What follows belongs to an exercise in optimizing a design on an open flow for small area and a short achievable clock period; a production flow would make more cautious choices.
RTL that was checked went through simulation tests only; none was proved equivalent to the original.

==> 12-13: inputs <==
// fp16MAC
module fp16MAC(a, b, acc, CLK, RESETn);
	input [15:0] a, b;
	input CLK, RESETn;
	output reg [15:0] acc;
	wire        pre_s;
	wire [4:0]  pre_e;
	wire [1:0]  pre_c;
	fm_mul_pre u_pre(.a(a), .b(b), .s(pre_s), .e(pre_e), .c(pre_c));
	reg        in_s;
	reg [1:0]  in_c;
	reg [4:0]  in_e;
	reg [9:0]  in_ma;
	reg [4:0]  in_bn, in_b1, in_b2;    
	reg        in_mb9;                 
	wire [4:0] pre_bn, pre_b1, pre_b2;
	fm_booth_enc u_benc(.mb(b[9:0]), .bn(pre_bn), .b1(pre_b1), .b2(pre_b2));
	wire [12:0] mul_m;
	wire        mul_st;
	fm_mul_prod u_prod(.ma(in_ma), .bn(in_bn), .b1(in_b1), .b2(in_b2), .mb9(in_mb9), .m(mul_m), .st(mul_st));
	reg        md_s;
	reg [1:0]  md_c;
	reg [4:0]  md_e;
	reg [12:0] md_m;
	reg        md_st;
	wire [15:0] prod_w;
	fm_mul_round u_rnd(.s(md_s), .e(md_e), .c(md_c), .m(md_m), .st(md_st), .p(prod_w));
	reg [15:0] prod;
	wire [15:0] sum_w;
	fm_add u_add(.A(acc), .B(prod), .Y(sum_w));
	always @(posedge CLK, negedge RESETn) begin
		if (!RESETn) begin
			in_s <= 1'b0;
			in_c <= 2'd0;
			md_s <= 1'b0;
			md_c <= 2'd0;
			prod <= 16'd0;
			acc  <= 16'd0;
		end else begin
			in_s <= pre_s;
			in_c <= pre_c;
			md_s <= in_s;
			md_c <= in_c;
			prod <= prod_w;
			acc  <= sum_w;
		end
	end
	always @(posedge CLK) begin
		in_e  <= pre_e;
		in_ma <= a[9:0];
		in_bn  <= pre_bn;
		in_b1  <= pre_b1;
		in_b2  <= pre_b2;
		in_mb9 <= b[9];
		md_e  <= in_e;
		md_m  <= mul_m;
		md_st <= mul_st;
	end
endmodule
==> flow/config.mk <==
export PLATFORM = sky130hd
export DESIGN_NAME = fp16MAC
export DESIGN_NICKNAME = fp16MAC
export VERILOG_FILES = /design/flow/design.v
export SDC_FILE = /design/flow/constraint.sdc
export NUM_CORES = 4
export LEC_CHECK = 0
export ABC_AREA = 1
export CAP_MARGIN = 20
export CORE_MARGIN = 2
export CORE_UTILIZATION = 55
export CTS_BUF_LIST = sky130_fd_sc_hd__clkbuf_8
export SLEW_MARGIN = 20
export SYNTH_HIERARCHICAL = 1
==> flow/constraint.sdc <==
create_clock -name core_clock -period 15.5 [get_ports {CLK}]
set_input_delay 3.1000 -clock core_clock [delete_from_list [all_inputs] [get_ports {CLK}]]
set_output_delay 3.1000 -clock core_clock [all_outputs]
set_load 0.01 [all_outputs]
standard.sh (not shown) runs the stock make flow with config.mk's settings and CLKGATE_MAP_FILE= SYNTH_SCRIPT=/design/flow/synth_recipe.tcl, a recipe that flattens the netlist after the stock synthesis.
==> flow/flow/run.sh <==
#!/bin/bash
# Own flow: the standard layout (standard.sh, unchanged ORFS scripts)
# with three changes:
#  - its own synthesis script, flow/own_synth.tcl (see there);
#  - repair_timing aims for 9.8 ns of setup slack (SETUP_SLACK_MARGIN),
#    i.e. it sizes the critical paths for about a 5.7 ns clock, while the
#    design is still laid out and signed off at the design's period;
#  - the ports are buffered with buf_1 cells instead of the larger delay
#    buffers buffer_ports picks by default (every port is still buffered).
# Floorplan, power grid, placement, clock tree and routing are otherwise the
# standard flow's.  Each make step writes its full log under orfs/logs/; the
# make output itself goes to standard.log here.
set -euo pipefail
cp config.mk own_config.mk
echo 'export BUFFER_PORTS_ARGS = -buffer_cell sky130_fd_sc_hd__buf_1' >> own_config.mk
sed -E -e "s#SYNTH_SCRIPT=[^ ]+#SYNTH_SCRIPT=$PWD/flow/own_synth.tcl SETUP_SLACK_MARGIN=9.8 ABC_LOAD_IN_FF=10#" \
       -e "s#DESIGN_CONFIG=[^ ]+#DESIGN_CONFIG=$PWD/own_config.mk#" standard.sh > own_standard.sh
grep -q "SYNTH_SCRIPT=$PWD/flow/own_synth.tcl" own_standard.sh
grep -q "DESIGN_CONFIG=$PWD/own_config.mk" own_standard.sh
bash own_standard.sh > standard.log 2>&1
==> flow/flow/abc_area.script <==
strash
dch
amap
topo
stime -c
buffer -c
upsize -c
dnsize -c
==> flow/flow/abc_fast.script <==
strash
balance
rewrite
refactor
balance
rewrite -z
refactor -z
balance
rewrite -z
refactor -z
balance
dch
map -B 0.9
topo
stime -c
buffer -c
upsize -c
dnsize -c
==> flow/flow/own_synth.tcl <==
set own_dir [file dirname [file normalize [info script]]]
proc synth {args} {
  if {[lsearch -exact $args "fine:"] >= 0} {
    yosys synth -nofsm -noshare -noabc {*}$args
  } else {
    yosys synth -nofsm -noshare {*}$args
  }
}
proc extract_fa {args} { yosys extract_fa {*}$args fm_mul_prod }
proc keep_hierarchy {args} {
  foreach m {fm_add fm_mul_prod fm_mul_round} { yosys setattr -mod -set keep_hierarchy 1 $m }
}
proc abc {args} {
  global own_dir
  set i [expr {[lsearch -exact $args -script] + 1}]
  yosys abc {*}[lreplace $args $i $i $own_dir/abc_fast.script] fm_add
  yosys abc {*}[lreplace $args $i $i $own_dir/abc_area.script] fm_mul_prod fm_mul_round fp16MAC
}
source $::env(SCRIPTS_DIR)/synth.tcl
# left out here: clear keep_hierarchy, flatten, clean up, hide names made inside functions, write 1_2_yosys.v
==> inputs of 01-19, as changes to 12-13 <==
--- a/flow/design.v
+++ b/flow/design.v
@@ -272,15 +272,13 @@
 	wire fs56 = hc37 ^ bs4 ^ pp_5_10;
 	wire fc56 = (hc37 & bs4) | (hc37 & pp_5_10) | (bs4 & pp_5_10);
 	wire hs57 = pp_5_11 ^ 1'b1;
 	wire hc57 = pp_5_11 & 1'b1;
 	wire [21:0] ra = {fc56, fc55, fc54, fc53, fc52, fc51, fc50, fc49, fc48, fc47, fc46, fc45, fc44, fc43, fc42, fc41, fc40, hc39, hc38, hs38, pp_0_1, pp_0_0};
 	wire [21:0] rb = {hs57, fs56, fs55, fs54, fs53, fs52, fs51, fs50, fs49, fs48, fs47, fs46, fs45, fs44, fs43, fs42, fs41, fs40, hs39, bn[1], 1'b0, bn[0]};
-	wire [21:0] p;
-	wire        pc;
-	fm_sk #(22) u_cpa(.a(ra), .b(rb), .cin(1'b0), .sum(p), .cout(pc));
+	wire [21:0] p = ra + rb;
 	assign m  = p[21:9];
 	assign st = |p[8:0];
 endmodule
 module fm_mul_round(s, e, c, m, st, p);
 	input         s;
 	input  [4:0]  e;
==> flow/flow/run.sh (replaced) <==
#!/bin/bash
# Own flow: the standard layout (standard.sh, unchanged ORFS scripts and
# settings) with its own synthesis script, flow/own_synth.tcl (see there).
# Floorplan, power grid, placement, clock tree and routing are the standard
# flow's.  Each make step writes its full log under orfs/logs/; the make
# output itself goes to standard.log here.
set -euo pipefail
sed -E "s#SYNTH_SCRIPT=[^ ]+#SYNTH_SCRIPT=$PWD/flow/own_synth.tcl SETUP_SLACK_MARGIN=9.8#" standard.sh > own_standard.sh
grep -q "SYNTH_SCRIPT=$PWD/flow/own_synth.tcl" own_standard.sh
bash own_standard.sh > standard.log 2>&1
==> flow/flow/abc_fast.script (replaced) <==
strash
dch
map -B 0.9
topo
stime -c
buffer -c
upsize -c
dnsize -c
CTS_BUF_LIST = unset   (was sky130_fd_sc_hd__clkbuf_8)
==> flow_metrics.env <==
export IMPL_status="no timing/DRC/antenna violations"
export IMPL_synth_xor_area_share_pct=2.82
export IMPL_syn_inst=1610
export IMPL_fin_nets=1742
export IMPL_synth_area_leaders="nand2_1 (12%), dfxtp_1 (9.5%), dfrtp_1 (9.0%)"
export IMPL_synth_top_area_share_pct=11.7
export IMPL_yosys_area_share_simple_pct=34.1
export IMPL_layout_nonclk_buf_share_pct=5.65
export IMPL_syn_avg_cell_area_um2=6.54
export IMPL_multi_input_area_um2=7700
[end of results for 01-19]
==> flow_metrics.env <==
export IMPL_die_x_um=141
export IMPL_syn_avg_cell_area_um2=6.56
export IMPL_synth_xor_area_share_pct=1.87
export IMPL_yosys_area_share_simple_pct=34.9
export IMPL_fin_nets=1690
export IMPL_layout_nonclk_buf_share_pct=2.86
export IMPL_synth_top_area_share_pct=13.3
export IMPL_multi_input_area_um2=7380
export IMPL_status="no timing/DRC/antenna violations"
export IMPL_synth_area_leaders="nand2_1 (13%), dfxtp_1 (9.7%), dfrtp_1 (9.2%)"
[end of results for 12-13]
Function was not checked in any run of this note: the RTL went through the layout flow alone.

========
==> run G: inputs <==
Another version of the RTL of fp16MAC (not shown whole).
==> module fm_add, before the edit <==
module fm_add(A, B, Y);
	input  [15:0] A, B;
	output [15:0] Y;
	wire       sA = A[15], sB = B[15];
	wire [4:0] eA = A[14:10], eB = B[14:10];
	wire [9:0] mA = A[9:0],   mB = B[9:0];
	wire zA  = ~|eA;
	wire zB  = ~|eB;
	wire iA  = &eA;
	wire iB  = &eB;
	wire nan = (iA & |mA) | (iB & |mB);
	wire sub = sA ^ sB;
	wire [5:0]  dab  = {1'b0, eA} - {1'b0, eB};
	wire [4:0]  dba  = eB - eA;
	wire        ge   = ~dab[5];
	wire [4:0]  d    = ge ? dab[4:0] : dba;
	wire [4:0]  emax = ge ? eA : eB;
	wire [10:0] Mbig = ge ? {1'b1, mA} : {1'b1, mB};
	wire [10:0] Msm  = ge ? {1'b1, mB} : {1'b1, mA};
	wire        sbig = ge ? sA : sB;
	wire [21:0] yal = {Msm, 11'b0} >> d;
	wire        st8 = |yal[8:0];
	wire        st9 = st8 | yal[9];
	wire        st10 = st9 | yal[10];
	wire [11:0] H = {1'b0, Mbig} + ({12{sub}} ^ {1'b0, yal[21:11]}) + {11'b0, sub & ~st10};
	wire        R10 = yal[10] ^ (sub & st9);
	wire        R9  = yal[9]  ^ (sub & st8);
	reg  [10:0] fk;
	reg         fr, fg, fs;
	reg  [4:0]  fe;
	always @(*) begin
		if (H[11]) begin
			fk = H[11:1]; fr = H[0]; fg = H[1]; fs = st10; fe = emax + 5'd1;
		end else if (H[10]) begin
			fk = H[10:0]; fr = R10;  fg = H[0]; fs = st9;  fe = emax;
		end else begin
			fk = {H[9:0], R10}; fr = R9; fg = R10; fs = st8; fe = emax - 5'd1;
		end
	end
	wire        fup = fr & (fg | fs);
	wire [11:0] fkp = {1'b0, fk} + fup;
	wire [4:0]  fe2 = fe + fkp[11];
	wire [14:0] far_mag = {fe2, fkp[9:0]};
	wire        d0 = (eA == eB);
	wire        d1 = (d == 5'd1);
	wire [11:0] dA = {1'b0, mA} - {1'b0, mB};    
	wire        negA = dA[11];
	wire [10:0] dAbs = negA ? (~dA[10:0] + 11'd1) : dA[10:0];
	wire [11:0] T1 = {Mbig, 1'b0} - {1'b0, Msm};
	wire [11:0] T  = d0 ? {dAbs, 1'b0} : T1;
	wire        sn = d0 ? (sA ^ negA) : sbig;
	reg [3:0] lz;
	always @(*) begin
		casez (T[10:0])
			11'b1??????????: lz = 4'd0;
			11'b01?????????: lz = 4'd1;
			11'b001????????: lz = 4'd2;
			11'b0001???????: lz = 4'd3;
			11'b00001??????: lz = 4'd4;
			11'b000001?????: lz = 4'd5;
			11'b0000001????: lz = 4'd6;
			11'b00000001???: lz = 4'd7;
			11'b000000001??: lz = 4'd8;
			default:         lz = 4'd9;
		endcase
	end
	wire [10:0] V   = T[10:0] << lz;
	wire [4:0]  en  = emax - 5'd1 - {1'b0, lz};
	wire        nv  = V[10];
	wire [15:0] near_res = nv ? {sn, en, V[9:0]} : {6'b0, V[9:0]};
	wire        near_sel = sub & (d0 | (d1 & ~T[11]));
	wire [15:0] normal = near_sel ? near_res : {sbig, far_mag};
	assign Y = nan ? 16'h7c01 :
	           zA  ? B :
	           zB  ? A :
	           (iA | iB) ? (sub ? 16'h7c01 : {sA, 15'h7c00}) :
	           normal;
endmodule
Settings: LEC_CHECK=0, ABC_AREA=1, CAP_MARGIN=20, CORE_MARGIN=2, CORE_UTILIZATION=55, SLEW_MARGIN=20; clock period 15.5 ns.
run.sh (not shown) runs the stock make flow with config.mk's settings and CLKGATE_MAP_FILE= SYNTH_SCRIPT=/design/flow/synth_recipe.tcl, a recipe that flattens the netlist after the stock synthesis.
Stock flow here: none of the scripts above is used.
==> run M (differences from run G) <==
--- a/flow/design.v
+++ b/flow/design.v
@@ -1,2 +1,48 @@
+module fm_sk #(parameter N = 8) (a, b, cin, sum, cout);
+	input  [N-1:0] a, b;
+	input          cin;
+	output [N-1:0] sum;
+	output         cout;
+	localparam L = (N >= 16) ? 5 : (N >= 8) ? 4 : (N >= 4) ? 3 : (N >= 2) ? 2 : 1;
+	wire [N:0] g0 = {a & b, cin};
+	wire [N:0] p0 = {a ^ b, 1'b0};
+	wire [N:0] g [0:L];
+	wire [N:0] p [0:L];
+	assign g[0] = g0;
+	assign p[0] = p0;
+	genvar l, i;
+	generate
+		for (l = 0; l < L; l = l + 1) begin : lv
+			for (i = 0; i <= N; i = i + 1) begin : bt
+				if (((i >> l) & 1) == 1) begin : comb
+					localparam integer J = ((i >> l) << l) - 1;
+					assign g[l+1][i] = g[l][i] | (p[l][i] & g[l][J]);
+					assign p[l+1][i] = p[l][i] & p[l][J];
+				end else begin : pass
+					assign g[l+1][i] = g[l][i];
+					assign p[l+1][i] = p[l][i];
+				end
+			end
+		end
+	endgenerate
+	assign sum  = p0[N:1] ^ g[L][N-1:0];
+	assign cout = g[L][N];
+endmodule
+module fm_inc #(parameter N = 8) (a, inc, sum, cout);
+	input  [N-1:0] a;
+	input          inc;
+	output [N-1:0] sum;
+	output         cout;
+	wire [N:0] c;
+	assign c[0] = inc;
+	genvar i;
+	generate
+		for (i = 1; i <= N; i = i + 1) begin : bt
+			assign c[i] = inc & (&a[i-1:0]);
+		end
+	endgenerate
+	assign sum  = a ^ c[N-1:0];
+	assign cout = c[N];
+endmodule
 module fm_mul_pre(a, b, s, e, c);
 	input  [15:0] a, b;
@@ -345,43 +391,51 @@
 	wire nan = (iA & |mA) | (iB & |mB);
 	wire sub = sA ^ sB;
-	wire [5:0]  dab  = {1'b0, eA} - {1'b0, eB};
-	wire [4:0]  dba  = eB - eA;
-	wire        ge   = ~dab[5];
-	wire [4:0]  d    = ge ? dab[4:0] : dba;
-	wire [4:0]  emax = ge ? eA : eB;
-	wire [10:0] Mbig = ge ? {1'b1, mA} : {1'b1, mB};
-	wire [10:0] Msm  = ge ? {1'b1, mB} : {1'b1, mA};
-	wire        sbig = ge ? sA : sB;
+	wire [4:0] dab, dba;
+	wire       cab, cba;
+	fm_sk #(5) u_dab(.a(eA), .b(~eB), .cin(1'b1), .sum(dab), .cout(cab));    
+	fm_sk #(5) u_dba(.a(eB), .b(~eA), .cin(1'b1), .sum(dba), .cout(cba));    
+	wire [9:0] mdum;
+	wire       cm;
+	fm_sk #(10) u_mc(.a(mA), .b(~mB), .cin(1'b1), .sum(mdum), .cout(cm));    
+	wire       d0   = cab & cba;
+	wire       ge   = cab;                       
+	wire       gm   = cab & (~cba | cm);         
+	wire [4:0] d    = ge ? dab : dba;
+	wire [4:0] emax = ge ? eA : eB;
+	wire [10:0] Mbig = gm ? {1'b1, mA} : {1'b1, mB};
+	wire [10:0] Msm  = gm ? {1'b1, mB} : {1'b1, mA};
+	wire        sbig = gm ? sA : sB;
 	wire [21:0] yal = {Msm, 11'b0} >> d;
 	wire        st8 = |yal[8:0];
 	wire        st9 = st8 | yal[9];
 	wire        st10 = st9 | yal[10];
-	wire [11:0] H = {1'b0, Mbig} + ({12{sub}} ^ {1'b0, yal[21:11]}) + {11'b0, sub & ~st10};
+	wire [11:0] H;
+	wire        Hc;
+	fm_sk #(12) u_h(.a({1'b0, Mbig}), .b({12{sub}} ^ {1'b0, yal[21:11]}), .cin(sub & ~st10), .sum(H), .cout(Hc));
 	wire        R10 = yal[10] ^ (sub & st9);
 	wire        R9  = yal[9]  ^ (sub & st8);
-	reg  [10:0] fk;
-	reg         fr, fg, fs;
-	reg  [4:0]  fe;
-	always @(*) begin
-		if (H[11]) begin
-			fk = H[11:1]; fr = H[0]; fg = H[1]; fs = st10; fe = emax + 5'd1;
-		end else if (H[10]) begin
-			fk = H[10:0]; fr = R10;  fg = H[0]; fs = st9;  fe = emax;
-		end else begin
-			fk = {H[9:0], R10}; fr = R9; fg = R10; fs = st8; fe = emax - 5'd1;
-		end
-	end
+	wire        n0 = H[11];
+	wire        n1 = ~H[11] & H[10];
+	wire        n2 = ~H[11] & ~H[10];
+	wire [10:0] fk = ({11{n0}} & H[11:1]) | ({11{n1}} & H[10:0]) | ({11{n2}} & {H[9:0], R10});
+	wire        fr = (n0 & H[0]) | (n1 & R10) | (n2 & R9);
+	wire        fg = (n0 & H[1]) | (n1 & H[0]) | (n2 & R10);
+	wire        fs = (n0 & st10) | (n1 & st9) | (n2 & st8);
 	wire        fup = fr & (fg | fs);
-	wire [11:0] fkp = {1'b0, fk} + fup;
-	wire [4:0]  fe2 = fe + fkp[11];
-	wire [14:0] far_mag = {fe2, fkp[9:0]};
-	wire        d0 = (eA == eB);
-	wire        d1 = (d == 5'd1);
-	wire [11:0] dA = {1'b0, mA} - {1'b0, mB};    
-	wire        negA = dA[11];
-	wire [10:0] dAbs = negA ? (~dA[10:0] + 11'd1) : dA[10:0];
-	wire [11:0] T1 = {Mbig, 1'b0} - {1'b0, Msm};
-	wire [11:0] T  = d0 ? {dAbs, 1'b0} : T1;
-	wire        sn = d0 ? (sA ^ negA) : sbig;
+	wire [10:0] fkp;
+	wire        fov;
+	fm_inc #(11) u_fi(.a(fk), .inc(fup), .sum(fkp), .cout(fov));
+	wire [4:0]  emp1, emp2, emm1;
+	wire        dc0, dc1, dc2;
+	fm_inc #(5) u_e1(.a(emax), .inc(1'b1), .sum(emp1), .cout(dc0));
+	fm_inc #(5) u_e2(.a(emp1), .inc(1'b1), .sum(emp2), .cout(dc1));
+	fm_sk  #(5) u_e3(.a(emax), .b(5'b11111), .cin(1'b0), .sum(emm1), .cout(dc2));
+	wire [4:0]  fe = n0 ? (fov ? emp2 : emp1) :
+	                 n1 ? (fov ? emp1 : emax) :
+	                      (fov ? emax : emm1);
+	wire [14:0] far_mag = {fe, fkp[9:0]};
+	wire [11:0] T;
+	wire        Tc;
+	fm_sk #(12) u_t(.a({Mbig, 1'b0}), .b(~(d0 ? {Msm, 1'b0} : {1'b0, Msm})), .cin(1'b1), .sum(T), .cout(Tc));
 	reg [3:0] lz;
 	always @(*) begin
@@ -399,9 +453,11 @@
 		endcase
 	end
-	wire [10:0] V   = T[10:0] << lz;
-	wire [4:0]  en  = emax - 5'd1 - {1'b0, lz};
-	wire        nv  = V[10];
-	wire [15:0] near_res = nv ? {sn, en, V[9:0]} : {6'b0, V[9:0]};
-	wire        near_sel = sub & (d0 | (d1 & ~T[11]));
+	wire [10:0] V  = T[10:0] << lz;
+	wire [4:0]  en;
+	wire        enc;
+	fm_sk #(5) u_en(.a(emax), .b(~{1'b0, lz}), .cin(1'b0), .sum(en), .cout(enc));    
+	wire        nv = V[10];
+	wire [15:0] near_res = nv ? {sbig, en, V[9:0]} : {6'b0, V[9:0]};
+	wire        near_sel = sub & (d0 | ((d == 5'd1) & ~T[11]));
 	wire [15:0] normal = near_sel ? near_res : {sbig, far_mag};
 	assign Y = nan ? 16'h7c01 :
==> flow/flow/run.sh (new file) <==
#!/bin/bash
# Own flow: the standard layout (standard.sh: the same ORFS scripts and
# settings), except that the full/half adder cells are on the don't-use list.
# Yosys's extract_fa otherwise turns the arithmetic into chains of slow
# fa/ha cells with inverters around them; without them ABC maps the same
# logic into ordinary gates.  Registers, floorplan, power grid, placement,
# clock tree and routing are the standard flow's.
set -euo pipefail
cp config.mk own_config.mk
cat >> own_config.mk <<'EOC'
export DONT_USE_CELLS += sky130_fd_sc_hd__fa_1 sky130_fd_sc_hd__fa_2 sky130_fd_sc_hd__fa_4 sky130_fd_sc_hd__ha_1 sky130_fd_sc_hd__ha_2 sky130_fd_sc_hd__ha_4
export SETUP_SLACK_MARGIN = 10.5
EOC
sed -E "s#DESIGN_CONFIG=[^ ]+#DESIGN_CONFIG=$PWD/own_config.mk#" standard.sh > own_standard.sh
grep -q "DESIGN_CONFIG=$PWD/own_config.mk" own_standard.sh
bash own_standard.sh > standard.log 2>&1
==> flow/standard.sh (new file) <==
#!/bin/bash
# synth_recipe.tcl (not shown) runs the flow's synth.tcl, then flattens the netlist and writes it again
# the make line also repeats each setting of config.mk as NAME=value (left out here)
make -C /OpenROAD-flow-scripts/flow DESIGN_CONFIG=/design/flow/config.mk WORK_HOME=/design/flow/orfs CLKGATE_MAP_FILE= SYNTH_SCRIPT=/design/flow/synth_recipe.tcl "${@:-finish}"
removed: flow/run.sh
==> notes <==
Against run M, the register-to-register slack of run G is lower by 2.7 ns. Die area: run G is larger than run M (about 3.4%). In run G the synthesized cell count is lower than in run M, by 14%. Area after synthesis: run G is higher than run M (3.5%). Against run G, the utilization of run M is higher by 10 points. Sequential share of layout area: run M is lower than run G (1.3 points).

## static timing again, ports no longer ideal
Ports are ideal in the flow. The routed layouts listed here were re-timed in OpenROAD.
Step 1 sets driving cells, clkbuf_16 on the clock port and buf_2 on the other inputs (assumed; they add their load-dependent delay and slew).
Step 2 adds t to the input delays and takes it off the output delays; t is the mean of the earliest and latest rising clock arrival at the registers after step 1. Input paths then give back, and output paths get back, about the clock's delay inside the block.
a / b / c = ideal / step 1 / step 2; a / b = the first two.
run | shift t [ns] | setup slack, ns | worst setup path after step 2 | worst register clock-pin slew, ns
12-13 | 0.390 | 10.279 / 10.279 / 10.279 | register to register | 0.10 / 0.10
01-19 | 0.391 | 10.187 / 10.187 / 10.187 | register to register | 0.07 / 0.07
run G | 0.379 | 7.508 / 7.508 / 7.508 | register to register | 0.07 / 0.07
run M | 0.381 | 10.205 / 10.205 / 10.205 | register to register | 0.06 / 0.06
After both steps every run listed still meets setup and hold.
